Source: an optimization exercise on an open RTL-to-GDS flow (aim: small area). Production flows keep margins and buffers that such runs may drop. Where RTL was checked, it was by simulation tests only, not by an equivalence proof against the original. The flow treats the clock pin as an ideal source, which a real chip does not have. Power and IR drop assume default switching activity.

Design game_core, start of the top module:
module game_core(
    input  logic        clk,
    input  logic        reset,           
    input  logic        frame_clk,       
    input  logic [15:0] keycode,
    input  logic [9:0]  DrawX, DrawY,    
    output logic [2:0]  Health,
    output logic        active_key,
    output logic        dungeon_frame1, dungeon_frame2, dungeon_frame3,
    output logic        initial_frame, final_frame, game_over,
    output logic [9:0]  Monster_X, Monster_Y, Monster_X_2, Monster_Y_2,
    output logic [9:0]  monster_bullet_X_L, monster_bullet_Y_L,
                        monster_bullet_X_R, monster_bullet_Y_R,
                        monster_bullet_X_U, monster_bullet_Y_U,
                        monster_bullet_X_D, monster_bullet_Y_D,
    output logic [9:0]  bullet_X, bullet_Y,
    output logic [9:0]  char_frame_X, char_frame_Y,
    output logic        character_frame,
    output logic        is_character, is_monster1, is_monster2, is_monster3,
    output logic        is_bullet, is_bullet_l, is_bullet_r, is_bullet_u, is_bullet_d,
    output logic        is_heart, is_key,
    output logic [18:0] char_ra, background_ra, monster1_ra, monster2_ra, monster3_ra,
    output logic [18:0] bullet_ra, bullet_l_ra, bullet_r_ra, bullet_u_ra, bullet_d_ra,
    output logic [18:0] heart_ra, key_ra
);
    function automatic logic [10:0] sub10(input logic [9:0] a, input logic [9:0] b);
        logic c;
        c = 1'b1;
        for (int i = 0; i < 10; i++) begin
            sub10[i] = a[i] ^ ~b[i] ^ c;
            c = (a[i] & ~b[i]) | (a[i] & c) | (~b[i] & c);
        end
        sub10[10] = ~c;
    endfunction
    function automatic logic [10:0] nsub10(input logic [9:0] na, input logic [9:0] b);
        logic c;
        logic [9:0] t;
        c = 1'b0;
        for (int i = 0; i < 10; i++) begin
            t[i] = na[i] ^ b[i] ^ c;
            c = (na[i] & b[i]) | (na[i] & c) | (b[i] & c);
        end
        nsub10 = {c, ~t};
    endfunction
  ...
Size in the first run: roughly 2800 cells after synthesis, roughly 220 flip-flops.
Settings: LEC_CHECK=0, CAP_MARGIN=20, CORE_MARGIN=2, CORE_UTILIZATION=65, CTS_BUF_LIST=sky130_fd_sc_hd__clkbuf_2 sky130_fd_sc_hd__clkbuf_4, SLEW_MARGIN=20; clock period 12.0 ns.
standard.sh (not shown) runs the stock make flow with config.mk's settings and CLKGATE_MAP_FILE= SYNTH_SCRIPT=/design/flow/synth_recipe.tcl, a recipe that flattens the netlist after the stock synthesis.
==> flow/flow/run.sh <==
#!/bin/bash
# Standard layout, except that the port buffers are the platform's smallest
# buffer (buf_1) instead of the default pick. Every tool's output is kept in
# a log file in the work folder.
set -euo pipefail
bash standard.sh BUFFER_PORTS_ARGS="-buffer_cell sky130_fd_sc_hd__buf_1" finish > standard_flow.log 2>&1
Edit:
--- a/flow/design.v
+++ b/flow/design.v
@@ -646,16 +646,14 @@
                 c2 <= 8'd0;
             else
                 c2 <= c2_inc;
         end
         d2 <= d2_n;
     end
-    wire [10:0] tx = sub10(cx, p2x);
-    wire [10:0] ty = sub10(cy, p2y);
-    wire m2_touch = !tx[10] && ge10(10'd20, tx[9:0]) && ge10(10'd1003, p2x) &&
-                    !ty[10] && ge10(10'd20, ty[9:0]) && ge10(10'd1003, p2y);
+    wire m2_touch = ((ex[10] && ge10(ex[9:0], 10'd1004)) || ex == 11'd0) && ge10(10'd1003, p2x) &&
+                    ((ey[10] && ge10(ey[9:0], 10'd1004)) || ey == 11'd0) && ge10(10'd1003, p2y);
     wire [9:0] p1x20 = keep ? (hard ? 10'd340 : add10(p1x, 10'd20)) : 10'd0;
     wire [9:0] p1y20 = keep ? (hard ? 10'd260 : add10(p1y, 10'd20)) : 10'd0;
     wire cxok = ge10(10'd983, cx);
     wire cyok = ge10(10'd983, cy);
     logic [9:0] blx, bly, brx, bry, bux, buy, bdx, bdy;
     logic bl_hit, br_hit, bu_hit, bd_hit;
Result: Combinational power stays flat; clock power goes up by 5.2%; sequential share of layout area goes up by 0.13 points; routed wire length goes down by 2.9%; sequential power is about the same.

## cedar
game_core, a different RTL version from the one above (not shown whole).
Size in the first run: about 2700 cells after synthesis, roughly 220 flip-flops, roughly 0.026 mm² of cells after synthesis.
clock: 12.0 ns
lec_check: 0
cap_margin: 20
core_margin: 2
core_utilization: 65
cts_buf_list: sky130_fd_sc_hd__clkbuf_8
cts_cluster_diameter: 60
cts_cluster_size: 10
slew_margin: 20
==> flow/flow/run.sh <==
#!/bin/bash
# Standard layout, except that: the port buffers are the platform's smallest
# buffer (buf_1) instead of the default pick; the constant outputs share one
# tie cell (repair_design buffers its net) instead of one tie cell each; and
# after CTS the cells on paths with spare slack are downsized
# (flow/recover.tcl, run as the CTS step's POST hook). Every tool's output is kept in a log file in the work
# folder (ORFS's own logs under orfs/logs, make's output in standard_flow.log).
set -euo pipefail
bash standard.sh BUFFER_PORTS_ARGS="-buffer_cell sky130_fd_sc_hd__buf_1" \
    POST_CTS_TCL="$PWD/flow/recover.tcl" SKIP_REPAIR_TIE_FANOUT=1 finish > standard_flow.log 2>&1
==> flow/flow/recover.tcl <==
# After CTS: downsize cells on paths with spare slack to recover area, then
# legalize the placement again.
log_cmd estimate_parasitics -placement
log_cmd repair_timing -recover_power 100 -setup_margin 0.1 -verbose
log_cmd detailed_placement
check_placement -verbose
log_cmd estimate_parasitics -placement
report_worst_slack -max
report_design_area
cedar went all the way through the flow, and no timing, DRC or antenna check failed.
Relative to cedar, the following input files were edited for onyx:
--- a/flow/design.v
+++ b/flow/design.v
@@ -599,18 +599,18 @@
     logic [2:0] m2;            
     logic [2:0] m2_n;
     wire [9:0] q2x = hard ? 10'd200 : p2x;
     wire [9:0] q2y = hard ? 10'd300 : p2y;
     wire [10:0] ex = sub10(q2x, cx);
     wire [10:0] ey = sub10(q2y, cy);
     wire sx = ex[10];
     wire sy = ey[10];
-    wire [11:0] es = 12'(add16({5'd0, sx, ex}, {4'd0, {{sy, ey} ^ {12{sx ~^ sy}}}}, sx ~^ sy));
-    wire ahor = sx ? (es[11] | (es == 12'd0)) : !es[11];
+    wire [15:0] es = add16({{5{sx}}, ex}, {{5{sy}}, ey} ^ {16{sx ~^ sy}}, sx ~^ sy);
+    wire ahor = sx ? (es[15] | (es == 16'd0)) : !es[15];
     wire [1:0] d2_n = ahor ? (sx ? 2'b11 : 2'b01) : (sy ? 2'b10 : 2'b00);
     always_comb begin
         m2_n = ge8(8'd80, c2) ? 3'd0 : m2;
         if (fe) begin
             case (d2)
                 2'b00: m2_n = ge10(10'd40, p2y) ? 3'd0 : 3'b100;
                 2'b01: m2_n = 3'b101;
                 2'b10: m2_n = (ge10(p2y, 10'd419) && ge10(10'd1003, p2y)) ? 3'd0 : 3'b110;
Results
- For onyx, the worst setup path endpoint was d2[0]$_DFF_P_, unlike cedar, where it was d2[1]$_DFF_P_.
- onyx -> cedar: number of standard cells in the final layout excluding fillers flat
- Taking cedar as the reference, in onyx synthesized area fell 1.4%; area growth from synthesis to layout went up; arrival time at the worst endpoint has increased; power consumption has decreased; fraction of layout instances using a drive strength above 1 saw a decrease.
- A master of the slowest instance on the critical path of nor4_1 is what cedar shows, while or4b_1 belongs to onyx.
- In onyx the wire length of the first global-routing pass turned out about 1.1% lower than in cedar.
- In the reports for onyx and cedar, the larger via count of the first global-routing pass belongs to cedar.
- Worst setup slack after layout in onyx is 0.11 ns lower than in cedar
The RTL of cedar was laid out without a check of its function.

-- re-timing with driven ports --
The results above use ideal ports. As a check the final layouts listed here were re-extracted and re-timed, cells and wires unchanged. Step 1 sets driving cells, clkbuf_16 on the clock port and buf_2 on the other inputs (assumed; they add their load-dependent delay and slew). Step 2 moves the port delays by t, midway between the first and last clock arrival at a register: inputs arrive t later, outputs are due t later. That takes back most of the time a late clock gives input paths. Slacks: ideal / step 1 / step 2; pairs: ideal / step 1.
| run | shift t [ns] | slack for setup (ns) | hold WS [ns] | latest minus earliest clock arrival (ns) | slew at the worst register clock pin (ns) |
|---|---|---|---|---|---|
| the first run of note 1 | 0.828 | 0.699 / 0.645 / -0.001 | 0.415 / 0.415 / 0.415 | 0.068 / 0.068 | 0.08 / 0.08 |
| the second run of note 1 | 0.809 | 0.732 / 0.762 / -0.047 | 0.387 / 0.387 / 0.387 | 0.079 / 0.078 | 0.08 / 0.08 |
| cedar | 0.701 | 0.680 / 0.665 / 0.007 | 0.395 / 0.395 / 0.395 | 0.022 / 0.022 | 0.09 / 0.09 |
| onyx | 0.679 | 0.565 / 0.594 / -0.083 | 0.485 / 0.485 / 0.485 | 0.031 / 0.032 | 0.08 / 0.08 |
Met with ideal ports but missed after step 2: setup timing in the first run of note 1, the second run of note 1 and onyx. For the second run of note 1, which loses most, drivers alone change the setup slack by +0.030 ns; drivers and shift together by -0.779 ns.
